This design comes from an exercise in tuning for small area on the open sky130 flow, not from production work. In this exercise RTL edits were held to simulation tests only and were not proved equivalent to the original.

==> flow/design.v, too long to show whole: its modules and the start of the top module <==
// module mag_dig_top: 379 lines
// module mul24b: 777 lines
module mag_dig_top #(
  parameter ADC_BITS=10,
  parameter W=24,
  parameter FRAC=12,
  parameter LOG2_OSR_MAX=8
)(
  input                 clk,
  input                 rst_n,
  input  [ADC_BITS-1:0] adc_code,
  input                 adc_valid,
  input  [1:0]          mux_sel,
  input  sclk,
  input  cs_n,
  input  mosi,
  output miso,
  input  [31:0]         version_id
);
  // ...
==> flow/flow/run.sh <==
#!/bin/bash
# Own layout flow: the standard ORFS flow (standard.sh) with three changes to how
# the layout is made:
#  - the buffers ABC inserted during synthesis are removed at floorplan
#    (REMOVE_ABC_BUFFERS=1) and repair_design re-buffers only where needed;
#  - the port buffers are sky130_fd_sc_hd__buf_1 (every port still gets a buffer);
#  - clock tree synthesis does not add dummy loads (the tree stays balanced by
#    clustering; no register's clock is delayed on purpose).
# Synthesis is the standard one (standard.sh runs synth_recipe.tcl unchanged).
set -euo pipefail
export REMOVE_ABC_BUFFERS=1
export BUFFER_PORTS_ARGS="-buffer_cell sky130_fd_sc_hd__buf_1"
export CTS_ARGS="-sink_clustering_enable -repair_clock_nets -sink_clustering_size 26 -sink_clustering_max_diameter 80 -dont_use_dummy_load"
bash standard.sh finish > flow_standard.log 2>&1
==> flow/standard.sh <==
#!/bin/bash
# synth_recipe.tcl (not shown) runs the flow's synth.tcl, then flattens the netlist and writes it again
# the make line also repeats each setting of config.mk as NAME=value (left out here)
make -C /OpenROAD-flow-scripts/flow DESIGN_CONFIG=/design/flow/config.mk WORK_HOME=/design/flow/orfs CLKGATE_MAP_FILE= SYNTH_SCRIPT=/design/flow/synth_recipe.tcl "${@:-finish}"
==> flow/config.mk <==
export PLATFORM = sky130hd
export DESIGN_NAME = mag_dig_top
export DESIGN_NICKNAME = mag_dig_top
export VERILOG_FILES = /design/flow/design.v
export SDC_FILE = /design/flow/constraint.sdc
export NUM_CORES = 8
export LEC_CHECK = 0
export ABC_AREA = 1
export CAP_MARGIN = 20
export CORE_MARGIN = 2
export CORE_UTILIZATION = 45
export CTS_CLUSTER_DIAMETER = 80
export CTS_CLUSTER_SIZE = 26
export GPL_TIMING_DRIVEN = 0
export PLACE_DENSITY = 0.6
export SLEW_MARGIN = 20
==> flow/constraint.sdc <==
create_clock -name core_clock -period 55.0 [get_ports {clk}]
set_input_delay 11.0000 -clock core_clock [delete_from_list [all_inputs] [get_ports {clk}]]
set_output_delay 11.0000 -clock core_clock [all_outputs]
set_load 0.01 [all_outputs]
==> results.tsv, run 1 <==
metric	value	unit
status	complete, no violations	
Tcrit/Tclk final	49.7	%
Post-Synthesis Mean Instance Area	10.5	um^2
Min Clock Period, post-route	27.32	ns
vias in the first global route	45100	
sequential cell count	1841	
initial antenna violation count	13	
Post-Route M1 WL	96300	um
Area Overhead vs Synth	9.39	%
Finish-stage setup viols	0	
ClkCell Share	3.18	%
Post-synth EDFFs	233	
I/O pin count	51	
DR pass1 iterations	8	
Remaining DRCs	0	
Sink Count	1841	
Compound-Gate Fraction of Synth Area	10.5	%
H-tree level count	3	
DR WL/cell	27.5	um
largest family of logic cells by synthesized area	simple AND/OR/NAND/NOR gates	
core area	150000	um^2
Post-DP HPWL	172000	um
Synth Area in XOR/XNOR	4.72	%
Fmax	36.6	MHz
Site Rows	142	
CP bufs+invs	8	
GRT Util Overall	29.9	%
sequential area share after synthesis	58.2	%
Setup Crit Path Kind	flop to flop	
GR Util met2	44.1	%
Iter 0 DRT Violations	5609	
Arr. time, crit path	27.94	ns
Vias/cell	5.70	
RePlAce Congestion	1.03	
area leader, netlist	dfxtp_1	
==> run 2: changes to the inputs <==
==> flow/flow/run.sh (replaced) <==
#!/bin/bash
# Own layout flow: the standard ORFS flow (standard.sh, standard synthesis) with two
# changes to how the layout is made:
#  - the port buffers are sky130_fd_sc_hd__buf_1 (every port still gets a buffer);
#  - clock tree synthesis adds no dummy loads (the H-tree is still balanced by its
#    clustering; no register's clock is delayed on purpose).
set -euo pipefail
export BUFFER_PORTS_ARGS="-buffer_cell sky130_fd_sc_hd__buf_1"
export CTS_ARGS="-sink_clustering_enable -repair_clock_nets -sink_clustering_size 28 -sink_clustering_max_diameter 84 -dont_use_dummy_load"
bash standard.sh finish > flow_standard.log 2>&1
--- a/flow/config.mk
+++ b/flow/config.mk
@@ -8,9 +8,9 @@
 export ABC_AREA = 1
-export CAP_MARGIN = 20
+export CAP_MARGIN = 10
 export CORE_MARGIN = 2
 export CORE_UTILIZATION = 45
-export CTS_CLUSTER_DIAMETER = 80
-export CTS_CLUSTER_SIZE = 26
-export GPL_TIMING_DRIVEN = 0
+export CTS_CLUSTER_DIAMETER = 84
+export CTS_CLUSTER_SIZE = 28
+export GPL_TIMING_DRIVEN = 1
 export PLACE_DENSITY = 0.6
-export SLEW_MARGIN = 20
+export SLEW_MARGIN = 10
==> results.tsv, run 2 <==
metric	value	unit	change
register bit total from synthesis	1841		unchanged
hold depth	0		unchanged
Worst path max stage delay	0.65	ns	was 0.95 ns
Post-Synthesis Mean Instance Area	10.5	um^2	unchanged
post-synthesis instance total	6435		unchanged
DR WL/cell	28.1	um	was 27.5 um
Synth top area share	46.1	%	unchanged
CP most frequent cell	fa_1		unchanged
top-count cell post-synth	dfxtp_1		unchanged
Die Ht	392	um	unchanged
Tcrit/Tclk final	45.7	%	was 49.7%
Max clock buf depth	3		unchanged
Netlist Area Pre-Place	67700	um^2	unchanged
DR pass1 iterations	6		was 8
most frequent cells in the layout	dfxtp_1, nand2_1, inv_1		unchanged
commonest non-fill, non-tap cell in the layout	dfxtp_1		unchanged
Required @ worst endpoint	55.63	ns	was 55.62 ns
post-CTS setup buffers	0		unchanged
CP Capture Type	flop		unchanged
ys async rst share	2.61	%	unchanged
pin count of the biggest net entering global routing	70		was 74
CTS tree	built		unchanged
gr ovfl total	0		unchanged
Worst R2R Setup Slack	29.89	ns	was 27.68 ns
Reg clk slew, reported paths	0.09	ns	about the same
Area after DPL	70500	um^2	was 71700 um^2
Syn. warnings	2		unchanged
Post-Route M1 WL	107000	um	was 96300 um
vias in the first global route	44700		was 45100
max_cap viols	0		unchanged
first-pass GRT wire length	336000	um	was 327000 um
via count	47600		was 47900
Arr. time, crit path	25.74	ns	was 27.94 ns
Site Rows	142		unchanged
Post-synth top cells	dfxtp_1, nand2_1, inv_1, xor2_1, o22ai_1		unchanged
setup_tns	0	ns	unchanged
H-tree level count	3		unchanged
max_slew headroom	16.7	%	was 19.2%
Clock Skew	0.145	ns	was 0.113 ns
initial core utilization	45.3	%	unchanged
Worst Hold Class	flop to flop		unchanged
Area Overhead vs Synth	7.41	%	was 9.39%
CP bufs+invs	11		was 8
library cells used by synthesis	78		unchanged
Worst-Margin Slew	1.22	ns	was 1.20 ns
Remaining DRCs	0		unchanged
Hold Path Sink	G[34]		was LX[206]
worst reg2reg path depth	78		was 71
port bufs	50		unchanged
fin nets	6843		was 6806
Clock Root Buffer	clkbuf_16		unchanged
Vias/cell	5.64		was 5.70
post-route ant nets	0		unchanged
# resized after CTS	0		unchanged
core area	150000	um^2	unchanged
hold-fix buffers at CTS	0		unchanged
Crit-path slowest cell	nand2_1		was clkinv_1
reg-to-reg startpoint	ph[0]		was ph[1]
GRT Util Overall	30.8	%	was 29.9%
CTS buffer count	90		was 94
Hold Crit Start	G[10]		was LX[182]
layout cells sized above 1	6.18	%	was 6.61%
RSZ-0062 raised after global routing	no		unchanged
die area	154000	um^2	unchanged
initial antenna violation count	19		was 13
WL final	238000	um	was 231000 um
post-route cell area	72700	um^2	was 74100 um^2
Post-DP HPWL	179000	um	was 172000 um
status	complete, no violations		unchanged
Slew Viols, Final	0		unchanged
Finish-stage setup viols	0		unchanged
met3 WL	23200	um	was 23500 um
I/O pin count	51		unchanged
clock latency (worst-skew pair)	0.78	ns	was 0.76 ns
Post-synth top flop	dfxtp_1		unchanged
Post-synth EDFFs	233		unchanged
CP top delay family	adder cells		unchanged
crit-path max FO	24		unchanged
RePlAce Congestion	1.01		was 1.03
Worst setup SP type	flop		unchanged
Synth area leaders	dfxtp_1, edfxtp_1, fa_1		unchanged
Fmax	39.8	MHz	was 36.6 MHz
Min Clock Period, post-route	25.11	ns	was 27.32 ns
area leader, netlist	dfxtp_1		unchanged
Hold Vio Cnt, Final	0		unchanged
highest routed layer	met5		unchanged
sequential area share after synthesis	58.2	%	unchanged
die width	392	um	unchanged
met2 routed WL	96200	um	was 97200 um
Setup Crit Path Kind	flop to flop		unchanged
Iter 0 DRT Violations	5855		was 5609
Sink Count	1841		unchanged
[run 2: cell count changes in the layout (fill, tap and decap cells not counted), sizes merged]
| cell | change |
|---|---|
| buf | +40 |
| clkbuf | -3 |
| diode | +3 |
[run 2: worst max path at each step]
| stage | start | endpoint | slack, ns | depth (start not counted) |
|---|---|---|---|---|
| finish | ph[0] | flop | 29.89 | 78 |
| global route | ph[0] | flop | 28.93 | 79 |
| CTS | ph[0] | flop | 30.14 | 79 |
| detailed placement | ph[0] | flop | 30.26 | 79 |
| global placement | ph[0] | flop | 30.48 | 80 |
| floorplan | ph[1] | flop | 33.70 | 78 |
[run 2: metal layers]
metal / vias up / global-route usage, %
li1: 21100 / -
met1: 23600 / 45.8
met2: 2434 / 42.9
met3: 407 / 6.47
met4: 6 / 13.3
met5: - / 0.0319
[run 2: logic make-up (layout without fill, tap and decap cells)]
family                     after synthesis  count (layout)  share of synthesized area, %
other                                    0               5                             0
AOI/OAI and AO/OA                     1094            1094                          10.5
adders and majority gates              366             366                          9.83
xor gates and xnor gates               364             364                          4.72
muxes                                    2               2                        0.0314
DFF                                   1841            1841                          58.2
and+or+nand+nor                       1859            1859                          11.4
buffers and inverters                  909             899                          5.25
[run 2: worst register-to-register path: cells and delay by family, from the launching register on]
kind	cells	cell delay [ns]
fa+ha+maj	40	15.89
simple gates	11	2.92
compound gates	10	2.19
buf+inv	11	2.05
xor+xnor	6	1.51
flops	1	0.46
[run 2: layout make-up]
| class | instances | area (um^2) |
|---|---|---|
| multi-input cells | 3685 | 24900 |
| well taps | 2016 | 2520 |
| clock buffers | 90 | 2250 |
| repair buffers | 206 | 1360 |
| inverters | 603 | 2270 |
| flip-flops and latches | 1841 | 39400 |
| diodes | 5 | 12.5 |
| fillers | 13900 | 76900 |
[run 2: per-stage QoR]
step	hold slack [ns]	utilization [%]	setup WS, ns	cells
after floorplan	0.310	-	33.70	6435
after global placement	0.310	47.1	30.48	8351
after detailed placement	0.312	47.1	30.26	8351
after CTS	0.252	48.6	30.14	8441
after global routing	0.254	48.6	28.93	8443
final	0.256	48.6	29.89	8446
==> run 3: changes to the inputs <==
--- a/flow/config.mk
+++ b/flow/config.mk
@@ -8,3 +8,3 @@
 export ABC_AREA = 1
-export CAP_MARGIN = 10
+export CAP_MARGIN = 20
 export CORE_MARGIN = 2
@@ -15,2 +15,2 @@
 export PLACE_DENSITY = 0.6
-export SLEW_MARGIN = 10
+export SLEW_MARGIN = 20
==> results.tsv, run 3 <==
metric	value	unit	change
status	complete, no violations		unchanged
Post-synth EDFFs	233		unchanged
initial antenna violation count	19		unchanged
H-tree level count	3		unchanged
Synth Area in Adders	9.83	%	unchanged
CP most frequent cell	fa_1		unchanged
hold-fix buffers at CTS	0		unchanged
largest family of logic cells by synthesized area	simple AND/OR/NAND/NOR gates		unchanged
met1 Track Usage GR	45.8	%	unchanged
pin count of the biggest net entering global routing	70		unchanged
via count	47700		was 47600
post-CTS setup buffers	0		unchanged
GR Util met2	42.9	%	unchanged
RSZ-0062 raised after global routing	no		unchanged
Netlist Area Pre-Place	67700	um^2	unchanged
Clock Skew	0.142	ns	was 0.145 ns
Post-DP HPWL	179000	um	unchanged
Max clock buf depth	3		unchanged
commonest non-fill, non-tap cell in the layout	dfxtp_1		unchanged
clock latency (worst-skew pair)	0.78	ns	about the same
Hold Vio Cnt, Final	0		unchanged
Area Overhead vs Synth	7.45	%	was 7.41%
Worst setup SP type	flop		unchanged
DR WL/cell	28.2	um	was 28.1 um
Compound-Gate Fraction of Synth Area	10.5	%	unchanged
crit-path max FO	24		unchanged
# resized after CTS	0		unchanged
Iter 0 DRT Violations	5853		was 5855
Crit-path slowest cell	nand2_1		unchanged
GRT Util Overall	30.8	%	unchanged
Fmax	39.8	MHz	about the same
register bit total from synthesis	1841		unchanged
Post-Synthesis Mean Instance Area	10.5	um^2	unchanged
Post-synth top flop	dfxtp_1		unchanged
CTS buffer count	90		unchanged
Worst path max stage delay	0.65	ns	about the same
Syn. warnings	2		unchanged
post-route ant nets	0		unchanged
Remaining DRCs	0		unchanged
WL final	238000	um	about the same
Post-synth top cells	dfxtp_1, nand2_1, inv_1, xor2_1, o22ai_1		unchanged
library cells used by synthesis	78		unchanged
core area	150000	um^2	unchanged
Synth top area share	46.1	%	unchanged
die width	392	um	unchanged
CP top delay family	adder cells		unchanged
setup_tns	0	ns	unchanged
Arr. time, crit path	25.76	ns	was 25.74 ns
Worst Hold Class	flop to flop		unchanged
Setup Crit Path Kind	flop to flop		unchanged
Core Util, Final	48.6	%	about the same
I/O pin count	51		unchanged
sequential area share after synthesis	58.2	%	unchanged
most frequent cells in the layout	dfxtp_1, nand2_1, inv_1		unchanged
Required @ worst endpoint	55.63	ns	about the same
Synth area leaders	dfxtp_1, edfxtp_1, fa_1		unchanged
dpl cells	8351		unchanged
die area	154000	um^2	unchanged
max_cap viols	0		unchanged
max_slew headroom	16.1	%	was 16.7%
pre-CTS setup slack	30.26	ns	unchanged
Vias/cell	5.64		about the same
CP bufs+invs	11		unchanged
first-pass GRT wire length	336000	um	unchanged
gr ovfl total	0		unchanged
CP Capture Type	flop		unchanged
Synth Area in Simple Gates	11.4	%	unchanged
Worst-Margin Slew	1.23	ns	was 1.22 ns
Synth Area in XOR/XNOR	4.72	%	unchanged
grt peak-use layer	met1		unchanged
Finish-stage setup viols	0		unchanged
post-synthesis instance total	6435		unchanged
Min Clock Period, post-route	25.14	ns	was 25.11 ns
mux contribution to synthesized area	0.0314	%	unchanged
initial core utilization	45.3	%	unchanged
top-count cell post-synth	dfxtp_1		unchanged
fill count	13900		about the same
DR pass1 iterations	6		unchanged
layout cells sized above 1	6.19	%	was 6.18%
area leader, netlist	dfxtp_1		unchanged
Reg clk slew, reported paths	0.09	ns	about the same
Non-Filler Instances	8448		was 8446
ys async rst share	2.61	%	unchanged
fin nets	6844		was 6843
Setup WS post-layout	29.86	ns	was 29.89 ns
vias in the first global route	44700		unchanged
Tcrit/Tclk final	45.7	%	about the same
grt met3 use	6.47	%	unchanged
Clock Root Buffer	clkbuf_16		unchanged
Slew Viols, Final	0		unchanged
RePlAce Congestion	1.01		unchanged
CTS tree	built		unchanged
Die Ht	392	um	unchanged
port bufs	50		unchanged
Site Rows	142		unchanged
Sink Count	1841		unchanged
## run 3: layout make-up
| class | count | area [um^2] | area share, % |
|---|---|---|---|
| multi-input combinational | 3685 | 24900 | 34.2 |
| sequential | 1841 | 39400 | 54.2 |
| tap | 2016 | 2520 | 3.47 |
| clock buffer | 90 | 2250 | 3.10 |
| inverter | 603 | 2270 | 3.12 |
| antenna | 6 | 15.0 | 0.0206 |
| timing repair buffer | 207 | 1390 | 1.91 |
## run 3: worst reg2reg max path, delay by kind of cell, from the launching register on
kind | cells | cell delay, ns
AOI/OAI and AO/OA | 10 | 2.21
xor gates and xnor gates | 6 | 1.50
adders and majority gates | 40 | 15.91
buffers and inverters | 11 | 2.06
DFF | 1 | 0.46
and+or+nand+nor | 11 | 2.94
## run 3: kinds of logic (layout without fill, tap and decap cells)
logic type	count (synthesis)	in the layout
other	0	6
XOR/XNOR	364	364
multiplexers	2	2
flip-flops	1841	1841
buffers and inverters	909	900
adder cells (fa/ha/maj)	366	366
AO/OA/AOI/OAI	1094	1094
AND/OR/NAND/NOR	1859	1859
## run 3: worst paths after layout
check                       from      to  slack, ns  cells past startpoint
hold reg to reg            G[10]   G[34]       0.26                      0
max in group asynchronous  rst_n  sclk_d      44.05                      2
setup / recovery           ph[0]    flop      29.86                     78
hold / removal             G[10]   G[34]       0.26                      0
min in group asynchronous  rst_n     rtR      10.36                      2
setup reg to reg           ph[0]    flop      29.86                     78
## run 3: metrics by stage
| step | hold slack [ns] | cell area, um^2 |
|---|---|---|
| final | 0.256 | 72800 |
| after global routing | 0.254 | 72700 |
| after CTS | 0.252 | 72700 |
| after detailed placement | 0.312 | 70500 |
| after global placement | 0.310 | 70500 |
| after floorplan | 0.310 | 67700 |
## run 3: routing by layer
layer	routed length (um)	part of all wire, %
met3	23400	9.8
met2	96000	40
met5	32	0.013
met1	107000	45
met4	11400	4.8
==> run 4: changes to the inputs <==
--- a/flow/flow/run.sh
+++ b/flow/flow/run.sh
@@ -8,3 +8,3 @@
 export BUFFER_PORTS_ARGS="-buffer_cell sky130_fd_sc_hd__buf_1"
-export CTS_ARGS="-sink_clustering_enable -repair_clock_nets -sink_clustering_size 28 -sink_clustering_max_diameter 84 -dont_use_dummy_load"
+export CTS_ARGS="-sink_clustering_enable -repair_clock_nets -sink_clustering_size 17 -sink_clustering_max_diameter 62 -sink_clustering_buffer sky130_fd_sc_hd__clkbuf_8 -dont_use_dummy_load"
 bash standard.sh finish > flow_standard.log 2>&1
==> results.tsv, run 4 <==
metric	value	unit	change
post-CTS setup buffers	0		unchanged
Finish-stage setup viols	0		unchanged
Worst path max stage delay	0.63	ns	was 0.65 ns
RePlAce Congestion	1.01		unchanged
pin count of the biggest net entering global routing	70		unchanged
Max clock buf depth	3		unchanged
most frequent cells in the layout	dfxtp_1, nand2_1, inv_1		unchanged
Core Util, Final	48.6	%	about the same
Post-synth top cells	dfxtp_1, nand2_1, inv_1, xor2_1, o22ai_1		unchanged
area of the multi-input gates	24900	um^2	unchanged
Slew Viols, Final	0		unchanged
RSZ-0062 raised after global routing	no		unchanged
DR pass1 iterations	6		unchanged
Post-synth EDFFs	233		unchanged
Worst Hold Class	flop to flop		unchanged
layout cells sized above 1	7.03	%	was 6.19%
Site Rows	142		unchanged
GRT Util Overall	31.0	%	was 30.8%
port bufs	50		unchanged
Syn. warnings	2		unchanged
Synth top area share	46.1	%	unchanged
CP Capture Type	flop		unchanged
via count	48100		was 47700
Netlist Area Pre-Place	67700	um^2	unchanged
area leader, netlist	dfxtp_1		unchanged
ys async rst share	2.61	%	unchanged
WL final	239000	um	was 238000 um
Post-Synthesis Mean Instance Area	10.5	um^2	unchanged
Synth area leaders	dfxtp_1, edfxtp_1, fa_1		unchanged
top-count cell post-synth	dfxtp_1		unchanged
Area Overhead vs Synth	7.45	%	about the same
Iter 0 DRT Violations	5754		was 5853
register bit total from synthesis	1841		unchanged
clock latency (worst-skew pair)	0.78	ns	about the same
H-tree level count	4		was 3
Min Clock Period, post-route	25.04	ns	was 25.14 ns
Vias/cell	5.64		about the same
status	complete, no violations		unchanged
post-synthesis instance total	6435		unchanged
Clock Root Buffer	clkbuf_16		unchanged
fin nets	6902		was 6844
Setup Crit Path Kind	flop to flop		unchanged
initial core utilization	45.3	%	unchanged
crit-path max FO	24		unchanged
Post-DP HPWL	179000	um	unchanged
commonest non-fill, non-tap cell in the layout	dfxtp_1		unchanged
I/O pin count	51		unchanged
sequential area share after synthesis	58.2	%	unchanged
worst hold-check slack	0.241	ns	was 0.256 ns
max_cap viols	0		unchanged
reg-to-reg startpoint	ph[0]		unchanged
vias in the first global route	45300		was 44700
Sink Count	1841		unchanged
CP most frequent cell	fa_1		unchanged
Fmax	39.9	MHz	was 39.8 MHz
setup_tns	0	ns	unchanged
worst reg2reg path depth	78		unchanged
Hold Vio Cnt, Final	0		unchanged
Reg area	39400	um^2	unchanged
die width	392	um	unchanged
Worst-Margin Slew	1.26	ns	was 1.23 ns
Clock Skew	0.123	ns	was 0.142 ns
CTS buffer count	148		was 90
fill count	13900		about the same
critical path startpoint	ph[0]		unchanged
Arr. time, crit path	25.69	ns	was 25.76 ns
initial antenna violation count	16		was 19
Post-synth top flop	dfxtp_1		unchanged
die area	154000	um^2	unchanged
# resized after CTS	0		unchanged
Required @ worst endpoint	55.64	ns	was 55.63 ns
Worst setup SP type	flop		unchanged
Reg clk slew, reported paths	0.09	ns	about the same
DR WL/cell	28.1	um	was 28.2 um
CTS tree	built		unchanged
post-route ant nets	0		unchanged
first-pass GRT wire length	338000	um	was 336000 um
Crit-path slowest cell	nand2_1		unchanged
Worst R2R Setup Slack	29.96	ns	was 29.86 ns
Tcrit/Tclk final	45.5	%	was 45.7%
Die Ht	392	um	unchanged
hold-fix buffers at CTS	0		unchanged
gr ovfl total	0		unchanged
max_slew headroom	14.0	%	was 16.1%
core area	150000	um^2	unchanged
library cells used by synthesis	78		unchanged
Remaining DRCs	0		unchanged
==> run 4: cell count changes in the layout (fill, tap and decap cells not counted), sizes merged <==
cell    before  now
diode        6   13
clkbuf      91  149
==> run 4: area by class of cell <==
class                           count  area share (%)
Antenna cell                       13          0.0447
Multi-Input combinational cell   3685            34.2
Tap cell                         2016            3.47
Sequential cell                  1841            54.2
Inverter                          603            3.12
Clock buffer                      148            3.06
Timing Repair Buffer              207            1.91
==> run 4: through the flow <==
stage / std cells / area [um^2] / setup WS (ns)
CTS: 8499 / 72700 / 30.20
finish: 8513 / 72700 / 29.96
global placement: 8351 / 70500 / 30.48
global route: 8501 / 72700 / 29.05
floorplan: 6435 / 67700 / 33.70
detailed placement: 8351 / 70500 / 30.26
==> run 4: worst min-delay path by stage <==
stage               depth (start not counted)       to  slack, ns    start
detailed placement                          0   G[233]       0.31   G[209]
CTS                                         0  LY[208]       0.24  LY[184]
global route                                0  LY[110]       0.24   LY[86]
global placement                            0  LY[292]       0.31  LY[268]
floorplan                                   0   G[100]       0.31    G[76]
finish                                      0  LY[110]       0.24   LY[86]
==> run 4: kinds of logic after synthesis <==
| logic type | after synthesis | synth area share, % |
|---|---|---|
| AO/OA/AOI/OAI | 1094 | 10.5 |
| flip-flops | 1841 | 58.2 |
| multiplexers | 2 | 0.0314 |
| buffers and inverters | 909 | 5.25 |
| AND/OR/NAND/NOR | 1859 | 11.4 |
| adder cells (fa/ha/maj) | 366 | 9.83 |
| XOR/XNOR | 364 | 4.72 |
==> run 4: metal layers <==
layer | routed length (um) | track usage [%]
met3 | 23900 | 7.12
met2 | 97000 | 43.6
met5 | 7 | 0.0319
met4 | 11100 | 12.6
met1 | 107000 | 45.6
==> run 4: worst max-delay path, delay by kind of cell (launching register included) <==
kind | cells | cell delay (ns)
fa+ha+maj | 42 | 16.73
buf+inv | 9 | 1.67
simple gates | 11 | 2.39
flops | 1 | 0.44
compound gates | 10 | 2.14
xor+xnor | 6 | 1.54
==> module mag_dig_top, before the edit <==
module mag_dig_top #(
  parameter ADC_BITS=10,
  parameter W=24,
  parameter FRAC=12,
  parameter LOG2_OSR_MAX=8
)(
  input                 clk,
  input                 rst_n,
  input  [ADC_BITS-1:0] adc_code,
  input                 adc_valid,
  input  [1:0]          mux_sel,
  input  sclk,
  input  cs_n,
  input  mosi,
  output miso,
  input  [31:0]         version_id
);
  reg  [3:0] ph;
  reg        sweep;
  wire [15:0] P = 16'd1 << ph;
  reg        rtC, rtR;         
  reg  [1:0] wax;              
  wire       rtCR = rtC | rtR;
  wire       adc_ok = adc_valid & (mux_sel != 2'd3);
  reg        bv;
  reg  [1:0] bax;
  reg  [9:0] bs;                
  reg        rp;
  reg  [1:0] rpax;
  always @(posedge clk or negedge rst_n) begin
    if (!rst_n) begin
      ph <= 4'd0; sweep <= 1'b1;
      rtC <= 1'b0; rtR <= 1'b0; wax <= 2'd0;
      bv <= 1'b0;
    end else begin
      ph <= ph + 4'd1;
      if (P[15]) begin
        sweep <= 1'b0;
        if (bv | adc_ok) begin
          rtC <= 1'b1; rtR <= 1'b0; wax <= adc_ok ? mux_sel : bax;
        end else if (rp) begin
          rtC <= 1'b0; rtR <= 1'b1; wax <= rpax;
        end else begin
          rtC <= 1'b0; rtR <= 1'b0;
        end
      end
      if (adc_ok) bv <= 1'b1;
      else if (P[0] & rtC) bv <= 1'b0;
    end
  end
  always @(posedge clk) begin
    if (adc_ok) begin bax <= mux_sel; bs <= {~adc_code[9], adc_code[8:0]}; end
  end
  reg        n50, n60, st;
  reg  [7:0] alpha, osr;
  reg        crc_error;
  reg  [2:0] slope24;           
  reg  [2:0] offs, gains;       
  reg  [383:0] LX, LY, LZ, G;
  reg  [1:0] cap_ax;
  reg        cap, cap_g, cap_o;    
  wire [1:0] lsel = rtCR ? wax : cap_ax;
  wire [23:0] HEAD  = (lsel == 2'd0) ? LX[360 +: 24] : (lsel == 2'd1) ? LY[360 +: 24] : LZ[360 +: 24];
  wire [23:0] NEXT  = (lsel == 2'd0) ? LX[336 +: 24] : (lsel == 2'd1) ? LY[336 +: 24] : LZ[336 +: 24];
  wire [23:0] NEXT2 = (lsel == 2'd0) ? LX[312 +: 24] : (lsel == 2'd1) ? LY[312 +: 24] : LZ[312 +: 24];
  wire [23:0] GH  = G[360 +: 24];
  wire [23:0] GN2 = G[312 +: 24];
  reg  [23:0] T;
  reg  [31:0] S;
  reg  [24:0] S2;
  reg         ev_r, sl_r, cond_r, flo;
  reg  [23:0] PY;               
  reg  [23:0] OUT0, OUT1, OUT2;
  reg  [1:0]  mq;
  wire        mseq = (mq != 2'd0);
  reg         mab;              
  wire        mw = ~rtCR & ~mab & ~mseq;    
  reg  [23:0] MA, MB;
  reg         rnd;
  wire [35:0] PR;
  mul24b UMUL (.a(MA), .b(MB), .rnd(rnd), .p(PR));
  wire [23:0] rq = PR[35:12];
  wire [31:0] sq = PR[31:0];
  wire        alo = (alpha <= 8'd12);
  wire [4:0]  ash = alo ? (5'd12 - alpha[4:0]) : ((alpha >= 8'd23) ? 5'd1 : (5'd24 - alpha[4:0]));
  wire [23:0] Tsh = alo ? T : {{12{T[23]}}, T[23:12]};
  wire [4:0]  dsh = 5'd21 - {2'b0, osr[2:0]};
  wire [23:0] cwd_cp;
  wire        ocap = cap & cap_o & P[13];
  wire [23:0] OSEL = ({24{(mq == 2'd1) | (ocap & (cap_ax == 2'd0))}} & OUT0) |
                     ({24{(mq == 2'd2) | (ocap & (cap_ax == 2'd1))}} & OUT1) |
                     ({24{(mq == 2'd3) | (ocap & (cap_ax == 2'd2))}} & OUT2);
  wire [4:0]  osh = P[0] ? dsh : ash;
  wire [23:0] OH  = 24'd1 << osh;
  wire mHEAD = rtCR & (P[0] | P[4]);
  wire mTSH  = rtCR & (P[7] | P[15]);
  wire mGN2  = rtCR & ~(P[0] | P[4] | P[7] | P[15]);
  wire mOSL  = mseq | ocap;
  wire mGH   = ~rtCR & ~mseq & ~ocap;
  wire nOH   = rtCR & (P[0] | P[7] | P[15]);
  wire nT    = rtCR & P[4];
  wire nX1B  = rtCR & P[9];
  wire nHEAD = rtCR & (P[10] | P[11] | P[12] | P[13] | P[14]);
  wire nPX   = ~rtCR & ~mseq & ~st & (P[1] | P[4] | P[7]);
  wire nPY   = ~rtCR & ~mseq & ~st & (P[2] | P[5] | P[8]);
  wire nPZ   = ~rtCR & ~mseq & ~st & (P[3] | P[6] | P[10]);
  always @* begin
    rnd = ~(mTSH | mOSL);
    MA = ({24{mHEAD}} & HEAD) | ({24{mTSH}} & Tsh) | ({24{mGN2}} & GN2) |
         ({24{mOSL}} & OSEL) | ({24{mGH}} & GH);
    MB = ({24{nOH}} & OH) | ({24{nT | nPX}} & T) | ({24{nX1B}} & cwd_cp) |
         ({24{nHEAD}} & HEAD) | ({24{nPY}} & PY) | ({24{nPZ}} & S[23:0]) |
         ({24{mOSL}} & OSEL);
  end
  reg  [31:0] A1, B1; reg sub1;
  function [31:0] radd32; input [31:0] a; input [31:0] b; input ci;
    integer i; reg c;
    begin c = ci; for (i = 0; i < 32; i = i + 1) begin radd32[i] = a[i] ^ b[i] ^ c; c = (a[i] & b[i]) | (c & (a[i] ^ b[i])); end end
  endfunction
  function [24:0] radd25; input [24:0] a; input [24:0] b; input ci;
    integer i; reg c;
    begin c = ci; for (i = 0; i < 25; i = i + 1) begin radd25[i] = a[i] ^ b[i] ^ c; c = (a[i] & b[i]) | (c & (a[i] ^ b[i])); end end
  endfunction
  wire [31:0] R1 = radd32(A1, sub1 ? ~B1 : B1, sub1);
  reg  [24:0] A2, B2; reg sub2;
  wire [24:0] R2 = radd25(A2, sub2 ? ~B2 : B2, sub2);
  wire [31:0] rq32 = {{8{rq[23]}}, rq};
  wire [24:0] rq25 = {rq[23], rq};
  function [24:0] sx25; input [23:0] v; sx25 = {v[23], v}; endfunction
  function [31:0] sx32; input [23:0] v; sx32 = {{8{v[23]}}, v}; endfunction
  function [23:0] sat25; input [24:0] v;
    sat25 = (v[24] ^ v[23]) ? (v[24] ? 24'h800000 : 24'h7FFFFF) : v[23:0];
  endfunction
  function carry24; input [23:0] a; input [23:0] b; input ci;
    integer i; reg c;
    begin c = ci; for (i = 0; i < 24; i = i + 1) c = (a[i] & b[i]) | (c & (a[i] ^ b[i])); carry24 = c; end
  endfunction
  wire        cond = carry24(GN2, T[23] ? T : ~T, ~T[23]);
  wire [20:0] s21 = {{11{bs[9]}}, bs};
  wire mprod = ~rtCR & ~mseq & (P[1] | P[2] | P[3] | P[4] | P[5] | P[6] | P[7] | P[8] | P[10]);
  wire a1S  = (rtCR & (P[10] | P[11] | P[12])) | (mq == 2'd2) | (mq == 2'd3);
  wire a1T  = rtCR & (P[8] | P[15]);
  wire b1rq = rtCR & (P[10] | P[11] | P[12] | (P[15] & cond_r));
  wire b1H  = rtCR & P[8];
  wire b1sq = mseq;
  wire a2H  = rtCR & (P[0] | P[1] | P[7] | P[9]);
  wire b2c1 = rtCR & P[1] & ~ev_r;
  wire b2c9 = rtCR & P[1] & ev_r;
  wire [24:0] a2Hm = ~(rtCR & P[1]) ? 25'h1FFFFFF : ev_r ? 25'h007FE00 : 25'h007FEFF;
  wire a2T  = rtCR & (P[3] | P[6]);
  wire a2N2 = rtCR & P[5];
  wire a2S2 = (rtCR & (P[12] | P[13] | P[14])) | (~rtCR & ~mseq & (P[2] | P[3] | P[5] | P[6] | P[8] | P[10]));
  wire b2s  = rtCR & P[0];
  wire b2H  = rtCR & (P[3] | (P[12] & n50));
  wire b2N  = rtCR & (P[5] | P[6]);
  wire b2T  = rtCR & P[12] & ~n50;
  wire b2rq = (rtCR & (P[9] | P[13] | P[14] | (P[7] & cond))) | mprod;
  always @* begin
    sub1 = rtCR & (P[11] | P[12] | P[15]);
    sub2 = rtCR & (P[3] | P[5] | P[6] | P[13] | P[14]);
    A1 = ({32{a1S}} & S) | ({32{a1T}} & sx32(T));
    B1 = ({32{b1rq}} & rq32) | ({32{b1H}} & sx32(HEAD)) | ({32{b1sq}} & sq);
    A2 = ({25{a2H}} & a2Hm & sx25(HEAD)) | ({25{a2T}} & sx25(T)) | ({25{a2N2}} & sx25(NEXT2)) | ({25{a2S2}} & S2);
    B2 = ({25{b2s}} & sx25({s21, 3'b0})) | ({25{b2H}} & sx25(HEAD)) | ({25{b2N}} & sx25(NEXT)) |
         ({25{b2T}} & sx25(T)) | ({25{b2rq}} & rq25) | {15'd0, b2c9, 8'd0, b2c1};
  end
  wire [7:0]  omask = (8'd1 << osr[2:0]) - 8'd1;
  wire        ev = rtC & (osr[7:3] == 5'd0) & (NEXT[7:0] == omask);
  wire        sl = ev & (NEXT[18:9] == 10'h3FF);
  wire w_R2  = (P[0] & ~ev) | P[1] | P[5] | P[7];
  wire w_N   = P[6] | P[11] | P[13] | (P[9] & ~flo);
  wire w_N2  = P[8] | (P[9] & flo);
  assign cwd_cp = ({24{w_N}} & NEXT) | ({24{w_N2}} & NEXT2);
  wire w_T   = P[2] | P[10];
  wire w_S1  = P[12] | P[15];
  wire w_S2  = P[14];
  wire [23:0] cwd = ({24{w_R2}} & R2[23:0]) | cwd_cp |
                    ({24{w_T}} & T) | {23'd0, P[2] & n50} |
                    ({24{w_S1}} & sat25(R1[24:0])) | ({24{w_S2}} & sat25(R2));
  wire cwe = rtCR & ((rtC & (P[0] | P[1])) | (ev_r & (P[2] | P[7] | P[8] | P[9] | P[10] | P[11] | P[12] | P[13] | P[14])) |
                     (sl_r & (P[5] | P[6])) | P[15]);
  always @(posedge clk) begin
    if (rtCR) begin
      if (P[0]) begin ev_r <= ev; sl_r <= sl; end
      if (P[2]) flo <= HEAD[0];
      if (P[0] | (P[2] & ~ev_r) | P[3] | P[4] | P[6])
        T <= ({24{P[0] | P[4]}} & rq) | ({24{P[2]}} & {HEAD[23:5], 5'd0}) | ({24{P[3] | P[6]}} & R2[23:0]);
      if (P[7]) cond_r <= cond & ev_r;
      if (P[8] | P[10] | P[11]) S <= R1;
      if (P[9] | P[12] | P[13]) S2 <= R2;
    end else begin
      ev_r <= 1'b0; sl_r <= 1'b0;
      if (P[0]) T <= n60 ? LX[47:24] : n50 ? LX[95:72] : LX[23:0];
      if (P[0] & ~mseq) S <= {8'd0, n60 ? LZ[47:24] : n50 ? LZ[95:72] : LZ[23:0]};
      if (mw & (P[1] | P[2] | P[4] | P[5] | P[7] | P[8])) S2 <= sx25(sat25(R2));
      if (mw & P[3])  OUT0 <= sat25(R2);
      if (mw & P[6])  OUT1 <= sat25(R2);
      if (mw & P[10]) OUT2 <= sat25(R2);
    end
    if ((mq == 2'd1) | (mq == 2'd2)) S <= R1;
    if (n60 ? P[15] : n50 ? P[13] : P[0]) PY <= LY[23:0];
  end
  reg sclk_d, sclk_dd, cs_d;
  wire srise = sclk_d & ~sclk_dd & ~cs_d;
  wire sfall = ~sclk_d & sclk_dd & ~cs_d;
  reg  [5:0]  fc;
  reg  [7:0]  cmd;
  reg  [7:0]  lf;
  reg         rwr;           
  reg  [23:0] SH;
  reg         miso_r;
  assign miso = miso_r;
  wire        rw = rwr;
  reg         wp;
  wire        wp_g;
  wire [1:0]  wp_ax;
  wire [3:0]  wp_slot;
  reg  [3:0]  cap_slot;
  wire        land  = wp & (ph == wp_slot);
  wire        lland = land & ~wp_g;
  wire        gland = land & wp_g;
  function [7:0] crc_step; input [7:0] r; input b;
    reg fb; begin fb = b ^ r[7]; crc_step = {r[6:2], r[1] ^ fb, r[0] ^ fb, fb}; end
  endfunction
  wire        crc_in = (fc < 6'd8 || !rw) ? mosi : miso_r;
  wire [7:0]  lf_next = crc_step(lf, crc_in);
  wire [6:0]  ra = {cmd[5:0], mosi};
  reg  [31:0] rv;          
  reg         rring;       
  reg         rg;          
  reg  [1:0]  rax;
  reg  [3:0]  rslot;
  reg         rsgn_l;      
  reg         ro;          
  always @* begin
    rv = 32'd0; rring = 1'b0; rg = 1'b0; ro = 1'b0; rax = ra[1:0]; rslot = 4'd0; rsgn_l = 1'b0;
    case (ra)
      7'h00: rv = 32'h4D41474D;
      7'h01: rv = version_id;
      7'h02: rv = {28'd0, st, n60, n50, 1'b0};
      7'h04: rv = {crc_error, 31'd0};
      7'h19: rv = {24'd0, alpha};
      7'h1A: rv = {24'd0, osr};
      7'h50: begin rring = 1'b1; ro = 1'b1; rslot = 4'd13; rsgn_l = OUT0[23]; end
      7'h51: begin rring = 1'b1; ro = 1'b1; rslot = 4'd13; rsgn_l = OUT1[23]; end
      7'h52: begin rring = 1'b1; ro = 1'b1; rslot = 4'd13; rsgn_l = OUT2[23]; end
      7'h10, 7'h11, 7'h12: begin rring = 1'b1; rslot = 4'd3; rsgn_l = offs[ra[1:0]]; end
      7'h14, 7'h15, 7'h16: begin rring = 1'b1; rslot = 4'd4; rsgn_l = gains[ra[1:0]]; end
      7'h40, 7'h41, 7'h42: begin rring = 1'b1; rslot = 4'd5; rsgn_l = slope24[ra[1:0]]; end
      7'h18: begin rring = 1'b1; rg = 1'b1; rslot = 4'd9;  end
      7'h1B: begin rring = 1'b1; rg = 1'b1; rslot = 4'd12; end
      7'h1C: begin rring = 1'b1; rg = 1'b1; rslot = 4'd14; end
      7'h1D: begin rring = 1'b1; rg = 1'b1; rslot = 4'd13; end
      7'h1E: begin rring = 1'b1; rg = 1'b1; rslot = 4'd11; end
      7'h1F: begin rring = 1'b1; rg = 1'b1; rslot = 4'd0;  end
      7'h20: begin rring = 1'b1; rg = 1'b1; rslot = 4'd15; end
      7'h30: begin rring = 1'b1; rg = 1'b1; rslot = 4'd1;  end
      7'h31: begin rring = 1'b1; rg = 1'b1; rslot = 4'd2;  end
      7'h32: begin rring = 1'b1; rg = 1'b1; rslot = 4'd3;  end
      7'h33: begin rring = 1'b1; rg = 1'b1; rslot = 4'd4;  end
      7'h34: begin rring = 1'b1; rg = 1'b1; rslot = 4'd5;  end
      7'h35: begin rring = 1'b1; rg = 1'b1; rslot = 4'd6;  end
      7'h36: begin rring = 1'b1; rg = 1'b1; rslot = 4'd7;  end
      7'h37: begin rring = 1'b1; rg = 1'b1; rslot = 4'd8;  end
      7'h38: begin rring = 1'b1; rg = 1'b1; rslot = 4'd10; end
      default: ;
    endcase
  end
  wire [3:0]  gpos = ph + 4'd15 - rslot;
  wire [15:0] gmsb = {G[383], G[359], G[335], G[311], G[287], G[263], G[239], G[215],
                      G[191], G[167], G[143], G[119], G[95],  G[71],  G[47],  G[23]};
  wire        gsgn = gmsb[gpos];
  wire        rsgn = rg ? gsgn : rsgn_l;
  wire [6:0]  wa = cmd[6:0];
  reg         wring, wg;
  reg  [3:0]  wslot;
  always @* begin
    wring = 1'b1; wg = 1'b1; wslot = 4'd0;
    case (wa)
      7'h10, 7'h11, 7'h12: begin wg = 1'b0; wslot = 4'd3; end
      7'h14, 7'h15, 7'h16: begin wg = 1'b0; wslot = 4'd4; end
      7'h18: wslot = 4'd9;
      7'h1B: wslot = 4'd12;
      7'h1C: wslot = 4'd14;
      7'h1D: wslot = 4'd13;
      7'h1E: wslot = 4'd11;
      7'h1F: wslot = 4'd0;
      7'h20: wslot = 4'd15;
      7'h30: wslot = 4'd1;
      7'h31: wslot = 4'd2;
      7'h32: wslot = 4'd3;
      7'h33: wslot = 4'd4;
      7'h34: wslot = 4'd5;
      7'h35: wslot = 4'd6;
      7'h36: wslot = 4'd7;
      7'h37: wslot = 4'd8;
      7'h38: wslot = 4'd10;
      default: wring = 1'b0;
    endcase
  end
  wire commit_cyc = srise & (fc == 6'd47) & ~rw;
  wire rd_dec = ~cs_n & srise & (fc == 6'd7) & cmd[6];
  wire rd53   = rd_dec & (ra == 7'h53);
  wire cmd_ld = rd_dec & ~rd53;
  wire cmd_sh = ~cs_n & ~rd_dec & ((srise & (fc < 6'd8)) | (sfall & rw & (fc >= 6'd8) & (fc < 6'd16)));
  wire sh_ld  = rd_dec & ~rring & ~rd53;
  wire sh_cap = cap & (ph == cap_slot);
  wire sh_sh  = ~cs_n & ~sh_cap & ((srise & ~rw & (fc >= 6'd8) & (fc < 6'd40)) | (sfall & rw & (fc >= 6'd16) & (fc < 6'd40)));
  assign wp_g = wg;
  assign wp_ax = wa[1:0];
  assign wp_slot = wslot;
  wire crc_ok = (lf_next == 8'd0);
  always @(posedge clk or negedge rst_n) begin
    if (!rst_n) begin
      sclk_d <= 1'b0; sclk_dd <= 1'b0; cs_d <= 1'b1;
      n50 <= 1'b0; n60 <= 1'b0; st <= 1'b0;
      alpha <= 8'd18; osr <= 8'd3; crc_error <= 1'b0;
      wp <= 1'b0; cap <= 1'b0; rp <= 1'b0; mq <= 2'd0; mab <= 1'b0;
      offs <= 3'd0; gains <= 3'd0; slope24 <= 3'd0;
    end else begin
      sclk_d <= sclk; sclk_dd <= sclk_d; cs_d <= cs_n;
      mq <= rd53 ? 2'd1 : mseq ? mq + 2'd1 : 2'd0;
      if (rd53) mab <= 1'b1;
      else if (P[15] & ~mseq) mab <= 1'b0;
      if (commit_cyc) begin
        crc_error <= ~crc_ok;
        if (crc_ok) begin
          if (wa == 7'h02) begin n50 <= SH[2]; n60 <= SH[3]; st <= SH[4]; end
          if (wa == 7'h19) alpha <= SH[7:0];
          if (wa == 7'h1A) osr <= SH[7:0];
          if (wring) wp <= 1'b1;
        end
      end
      if (land) wp <= 1'b0;
      if (lland) begin
        rp <= 1'b1; rpax <= wp_ax;
        if (wp_slot == 4'd3) offs[wp_ax] <= SH[23];
        else gains[wp_ax] <= SH[23];
      end else if (P[15] & ~(bv | adc_ok)) rp <= 1'b0;
      if (srise & (fc == 6'd7) & cmd[6] & rring) begin
        cap <= 1'b1; cap_g <= rg; cap_o <= ro; cap_ax <= ra[1:0]; cap_slot <= rslot;
      end else if (cap & (ph == cap_slot)) cap <= 1'b0;
      if (rtCR & P[5] & sl_r) slope24[wax] <= R2[24];
    end
  end
  always @(posedge clk) begin
    if (cs_n) begin
      fc <= 6'd0; lf <= 8'd0;
    end else begin
      if (srise) begin
        fc <= fc + 6'd1;
        if (fc == 6'd7) rwr <= cmd[6];
        if (fc < 6'd40 || !rw) lf <= lf_next;
      end
      if (sfall && rw) begin
        if (fc >= 6'd8 && fc < 6'd16) miso_r <= cmd[7];
        else if (fc >= 6'd16 && fc < 6'd40) miso_r <= SH[23];
        else if (fc >= 6'd40 && fc < 6'd48) begin miso_r <= lf[7]; lf <= {lf[6:0], 1'b0}; end
      end
    end
    if (cmd_ld | cmd_sh | (mq == 2'd3))
      cmd <= ({8{cmd_ld & rring}} & {8{rsgn}}) | ({8{cmd_ld & ~rring}} & rv[31:24]) | ({8{cmd_sh}} & {cmd[6:0], mosi}) |
             ({8{mq == 2'd3}} & R1[31:24]);
    if (sh_ld | sh_cap | sh_sh | (mq == 2'd3))
      SH <= ({24{sh_ld}} & rv[23:0]) | ({24{mq == 2'd3}} & R1[23:0]) | ({24{sh_cap & (cap_g | cap_o)}} & MA) | ({24{sh_cap & ~cap_g & ~cap_o}} & HEAD) |
            ({24{sh_sh}} & {SH[22:0], mosi});
  end
  wire [23:0] BUS = ({24{~sweep}} & (cwd | ({24{lland}} & SH))) | {11'd0, sweep & P[4], 12'd0};
  wire weX = sweep | (cwe & (wax == 2'd0)) | (lland & (wp_ax == 2'd0));
  wire weY = sweep | (cwe & (wax == 2'd1)) | (lland & (wp_ax == 2'd1));
  wire weZ = sweep | (cwe & (wax == 2'd2)) | (lland & (wp_ax == 2'd2));
  wire [23:0] Gin = ({24{~sweep & gland}} & SH) | ({24{~sweep & ~gland}} & GH);
  always @(posedge clk) begin
    LX <= {LX[359:0], weX ? BUS : LX[360 +: 24]};
    LY <= {LY[359:0], weY ? BUS : LY[360 +: 24]};
    LZ <= {LZ[359:0], weZ ? BUS : LZ[360 +: 24]};
    G  <= {G[359:0], Gin};
  end
endmodule
==> run 5: changes to the inputs <==
--- a/flow/design.v
+++ b/flow/design.v
@@ -25,4 +25,4 @@
   reg        bv;
-  reg  [1:0] bax;
-  reg  [9:0] bs;                
+  wire [1:0] bax;
+  wire [9:0] bs;
   reg        rp;
@@ -50,5 +50,2 @@
   end
-  always @(posedge clk) begin
-    if (adc_ok) begin bax <= mux_sel; bs <= {~adc_code[9], adc_code[8:0]}; end
-  end
   reg        n50, n60, st;
@@ -71,3 +68,3 @@
   reg         ev_r, sl_r, cond_r, flo;
-  reg  [23:0] PY;               
+  reg         pyok;             
   reg  [23:0] OUT0, OUT1, OUT2;
@@ -111,3 +108,3 @@
     MB = ({24{nOH}} & OH) | ({24{nT | nPX}} & T) | ({24{nX1B}} & cwd_cp) |
-         ({24{nHEAD}} & HEAD) | ({24{nPY}} & PY) | ({24{nPZ}} & S[23:0]) |
+         ({24{nHEAD}} & HEAD) | ({24{nPY}} & SH) | ({24{nPZ}} & S[23:0]) |
          ({24{mOSL}} & OSEL);
@@ -200,3 +197,2 @@
     if ((mq == 2'd1) | (mq == 2'd2)) S <= R1;
-    if (n60 ? P[15] : n50 ? P[13] : P[0]) PY <= LY[23:0];
   end
@@ -225,3 +221,5 @@
   wire        crc_in = (fc < 6'd8 || !rw) ? mosi : miso_r;
-  wire [7:0]  lf_next = crc_step(lf, crc_in);
+  wire [7:0]  lf_next = crc_step((fc == 6'd0) ? 8'd0 : lf, crc_in);
+  assign bs  = {lf[1:0], cmd};
+  assign bax = lf[3:2];
   wire [6:0]  ra = {cmd[5:0], mosi};
@@ -307,2 +305,4 @@
   wire sh_cap = cap & (ph == cap_slot);
+  wire shbusy = (~cs_n & (fc >= 6'd8)) | wp | cap | rd_dec | mseq;
+  wire pyld   = ~shbusy & (n60 ? P[15] : n50 ? P[13] : P[0]);
   wire sh_sh  = ~cs_n & ~sh_cap & ((srise & ~rw & (fc >= 6'd8) & (fc < 6'd40)) | (sfall & rw & (fc >= 6'd16) & (fc < 6'd40)));
@@ -317,3 +317,3 @@
       alpha <= 8'd18; osr <= 8'd3; crc_error <= 1'b0;
-      wp <= 1'b0; cap <= 1'b0; rp <= 1'b0; mq <= 2'd0; mab <= 1'b0;
+      wp <= 1'b0; cap <= 1'b0; rp <= 1'b0; mq <= 2'd0; mab <= 1'b1; pyok <= 1'b0;
       offs <= 3'd0; gains <= 3'd0; slope24 <= 3'd0;
@@ -322,4 +322,6 @@
       mq <= rd53 ? 2'd1 : mseq ? mq + 2'd1 : 2'd0;
-      if (rd53) mab <= 1'b1;
-      else if (P[15] & ~mseq) mab <= 1'b0;
+      if (rd53 | shbusy) mab <= 1'b1;
+      else if (P[0] & ~mseq & (pyok | pyld)) mab <= 1'b0;
+      if (shbusy) pyok <= 1'b0;
+      else if (pyld) pyok <= 1'b1;
       if (commit_cyc) begin
@@ -347,3 +349,4 @@
     if (cs_n) begin
-      fc <= 6'd0; lf <= 8'd0;
+      fc <= 6'd0;
+      if (adc_ok) lf[3:0] <= {mux_sel, ~adc_code[9], adc_code[8]};
     end else begin
@@ -360,7 +363,8 @@
     end
-    if (cmd_ld | cmd_sh | (mq == 2'd3))
+    if (cmd_ld | cmd_sh | (mq == 2'd3) | adc_ok)
       cmd <= ({8{cmd_ld & rring}} & {8{rsgn}}) | ({8{cmd_ld & ~rring}} & rv[31:24]) | ({8{cmd_sh}} & {cmd[6:0], mosi}) |
+             ({8{adc_ok}} & adc_code[7:0]) |
              ({8{mq == 2'd3}} & R1[31:24]);
-    if (sh_ld | sh_cap | sh_sh | (mq == 2'd3))
-      SH <= ({24{sh_ld}} & rv[23:0]) | ({24{mq == 2'd3}} & R1[23:0]) | ({24{sh_cap & (cap_g | cap_o)}} & MA) | ({24{sh_cap & ~cap_g & ~cap_o}} & HEAD) |
+    if (sh_ld | sh_cap | sh_sh | (mq == 2'd3) | pyld)
+      SH <= ({24{sh_ld}} & rv[23:0]) | ({24{pyld}} & LY[23:0]) | ({24{mq == 2'd3}} & R1[23:0]) | ({24{sh_cap & (cap_g | cap_o)}} & MA) | ({24{sh_cap & ~cap_g & ~cap_o}} & HEAD) |
             ({24{sh_sh}} & {SH[22:0], mosi});
--- a/flow/flow/run.sh
+++ b/flow/flow/run.sh
@@ -8,3 +8,3 @@
 export BUFFER_PORTS_ARGS="-buffer_cell sky130_fd_sc_hd__buf_1"
-export CTS_ARGS="-sink_clustering_enable -repair_clock_nets -sink_clustering_size 17 -sink_clustering_max_diameter 62 -sink_clustering_buffer sky130_fd_sc_hd__clkbuf_8 -dont_use_dummy_load"
+export CTS_ARGS="-sink_clustering_enable -repair_clock_nets -sink_clustering_size 28 -sink_clustering_max_diameter 84 -dont_use_dummy_load"
 bash standard.sh finish > flow_standard.log 2>&1
==> results.tsv, run 5 <==
metric	value	unit	change
RePlAce Congestion	1.07		was 1.01
Worst setup SP type	flop		unchanged
Setup Crit Path Kind	flop to flop		unchanged
die area	152000	um^2	was 154000 um^2
DR WL/cell	30.3	um	was 28.1 um
Vias/cell	5.87		was 5.64
Post-synth top flop	dfxtp_1		unchanged
CTS buffer count	88		was 148
top-count cell post-synth	dfxtp_1		unchanged
Slew Viols, Final	0		unchanged
Post-Synthesis Mean Instance Area	10.4	um^2	was 10.5 um^2
worst hold-check slack	0.286	ns	was 0.241 ns
# resized after CTS	0		unchanged
crit-path max FO	45		was 24
fill count	13700		was 13900
Worst Hold Class	flop to flop		unchanged
library cells used by synthesis	69		was 78
Remaining DRCs	0		unchanged
Sink Count	1806		was 1841
Min Clock Period, post-route	25.39	ns	was 25.04 ns
Worst path max stage delay	0.63	ns	about the same
area of the multi-input gates	25100	um^2	was 24900 um^2
Area Overhead vs Synth	7.49	%	was 7.45%
Syn. warnings	2		unchanged
Finish-stage setup viols	0		unchanged
hold-fix buffers at CTS	0		unchanged
post-route cell area	71900	um^2	was 72700 um^2
via count	49100		was 48100
status	complete, no violations		unchanged
Area after DPL	69600	um^2	was 70500 um^2
CP most frequent cell	fa_1		unchanged
max_slew headroom	15.6	%	was 14.0%
Arr. time, crit path	25.96	ns	was 25.69 ns
layout cells sized above 1	5.85	%	was 7.03%
sequential area share after synthesis	57.5	%	was 58.2%
Reg area	38500	um^2	was 39400 um^2
Tcrit/Tclk final	46.2	%	was 45.5%
area leader, netlist	dfxtp_1		unchanged
Clock Root Buffer	clkbuf_16		unchanged
Die Ht	390	um	was 392 um
setup_tns	0	ns	unchanged
die width	390	um	was 392 um
max_cap viols	0		unchanged
Crit-path slowest cell	inv_2		was nand2_1
register bit total from synthesis	1806		was 1841
port bufs	50		unchanged
vias in the first global route	46600		was 45300
Iter 0 DRT Violations	6159		was 5754
Required @ worst endpoint	55.57	ns	was 55.64 ns
core area	148000	um^2	was 150000 um^2
initial antenna violation count	19		was 16
WL final	253000	um	was 239000 um
Post-synth top cells	dfxtp_1, nand2_1, inv_1, xor2_1, o21ai_0		was dfxtp_1, nand2_1, inv_1, xor2_1, o22ai_1
Fmax	39.4	MHz	was 39.9 MHz
Site Rows	141		was 142
Netlist Area Pre-Place	66900	um^2	was 67700 um^2
ys async rst share	2.71	%	was 2.61%
most frequent cells in the layout	dfxtp_1, nand2_1, inv_1		unchanged
commonest non-fill, non-tap cell in the layout	dfxtp_1		unchanged
Worst-Margin Slew	1.25	ns	was 1.26 ns
Clock Skew	0.118	ns	was 0.123 ns
Post-synth EDFFs	207		was 233
Synth top area share	46.4	%	was 46.1%
CTS tree	built		unchanged
GRT Util Overall	32.8	%	was 31.0%
I/O pin count	51		unchanged
Reg clk slew, reported paths	0.09	ns	about the same
fin nets	6848		was 6902
Hold Vio Cnt, Final	0		unchanged
CP Capture Type	flop		unchanged
Synth area leaders	dfxtp_1, edfxtp_1, fa_1		unchanged
post-synthesis instance total	6438		was 6435
Max clock buf depth	3		unchanged
DR pass1 iterations	7		was 6
post-route ant nets	0		unchanged
initial core utilization	45.3	%	about the same
gr ovfl total	0		unchanged
first-pass GRT wire length	353000	um	was 338000 um
RSZ-0062 raised after global routing	no		unchanged
pin count of the biggest net entering global routing	55		was 70
clock latency (worst-skew pair)	0.75	ns	was 0.78 ns
Post-DP HPWL	184000	um	was 179000 um
post-CTS setup buffers	0		unchanged
H-tree level count	3		was 4
## run 5: final timing paths
path | startpoint | to | slack [ns] | depth (start not counted)
worst min-delay path | LY[200] | LY[224] | 0.29 | 0
worst min register to register | LY[200] | LY[224] | 0.29 | 0
min in group asynchronous | rst_n | osr[3] | 10.41 | 2
max in group asynchronous | rst_n | rtC | 44.03 | 2
worst max-delay path | rtC | flop | 29.61 | 74
worst max register to register | rtC | flop | 29.61 | 74
## run 5: layout make-up
cell class	count	area share, %
Timing Repair Buffer	211	1.94
Tap cell	1930	3.36
Multi-Input combinational cell	3723	34.9
Clock buffer	88	3.06
Antenna cell	8	0.0278
Inverter	602	3.15
Sequential cell	1806	53.5
## run 5: per-layer routing
layer / track usage [%] / wire length, um / up-vias
li1: - / - / 21200
met4: 18.8 / 17100 / 16
met1: 44.1 / 102000 / 24100
met3: 7.53 / 26600 / 770
met5: 0 / 105 / -
met2: 48.6 / 107000 / 3039
## run 5: logic make-up (layout without fill, tap and decap cells)
kind of cell	count (synthesis)	in the layout	synth area share, %
buf+inv	909	901	5.21
compound gates	1169	1169	11.2
flops	1806	1806	57.5
mux	1	1	0.0150
fa+ha+maj	366	366	9.96
other cells	0	8	0
simple gates	1824	1824	11.4
xor+xnor	363	363	4.75
## run 5: critical path: cells and delay by family (launching register included)
kind	cells	cell delay, ns
compound gates	10	2.77
xor+xnor	7	1.47
fa+ha+maj	41	16.43
buf+inv	7	2.23
flops	1	0.43
simple gates	9	1.91
## run 5: through the flow
stage                     setup slack [ns]  cells  utilization [%]
after floorplan                      33.00   6438                -
after global placement               30.14   8270             47.2
after detailed placement             29.97   8270             47.2
after CTS                            29.94   8358             48.7
after global routing                 28.64   8360             48.7
final                                29.61   8368             48.7

afterwards: timing with drivers on the ports:
No port has a modelled driver above. Below, the same layouts with a new extraction and two added sets of constraints.
Step 1 sets driving cells, clkbuf_16 on the clock port and buf_2 on the other inputs (assumed; they add their load-dependent delay and slew).
Step 2 also shifts input and output timing later by t, the mid clock arrival at the registers, as if the neighbouring blocks saw the same clock.
Slacks: no drivers / after step 1 / after step 2; pairs: no drivers / after step 1.
run	t, ns	setup slack, ns	worst hold slack (ns)	worst setup path after step 2
run 1	0.787	27.678 / 27.678 / 27.678	0.282 / 0.282 / 0.282	register to register
run 2	0.790	29.891 / 29.891 / 29.891	0.256 / 0.256 / 0.256	register to register
run 3	0.789	29.865 / 29.865 / 29.865	0.256 / 0.256 / 0.256	register to register
run 4	0.800	29.958 / 29.958 / 29.958	0.241 / 0.241 / 0.241	register to register
run 5	0.783	29.610 / 29.610 / 29.610	0.286 / 0.286 / 0.286	register to register
After both steps setup and hold are still met in every run listed.
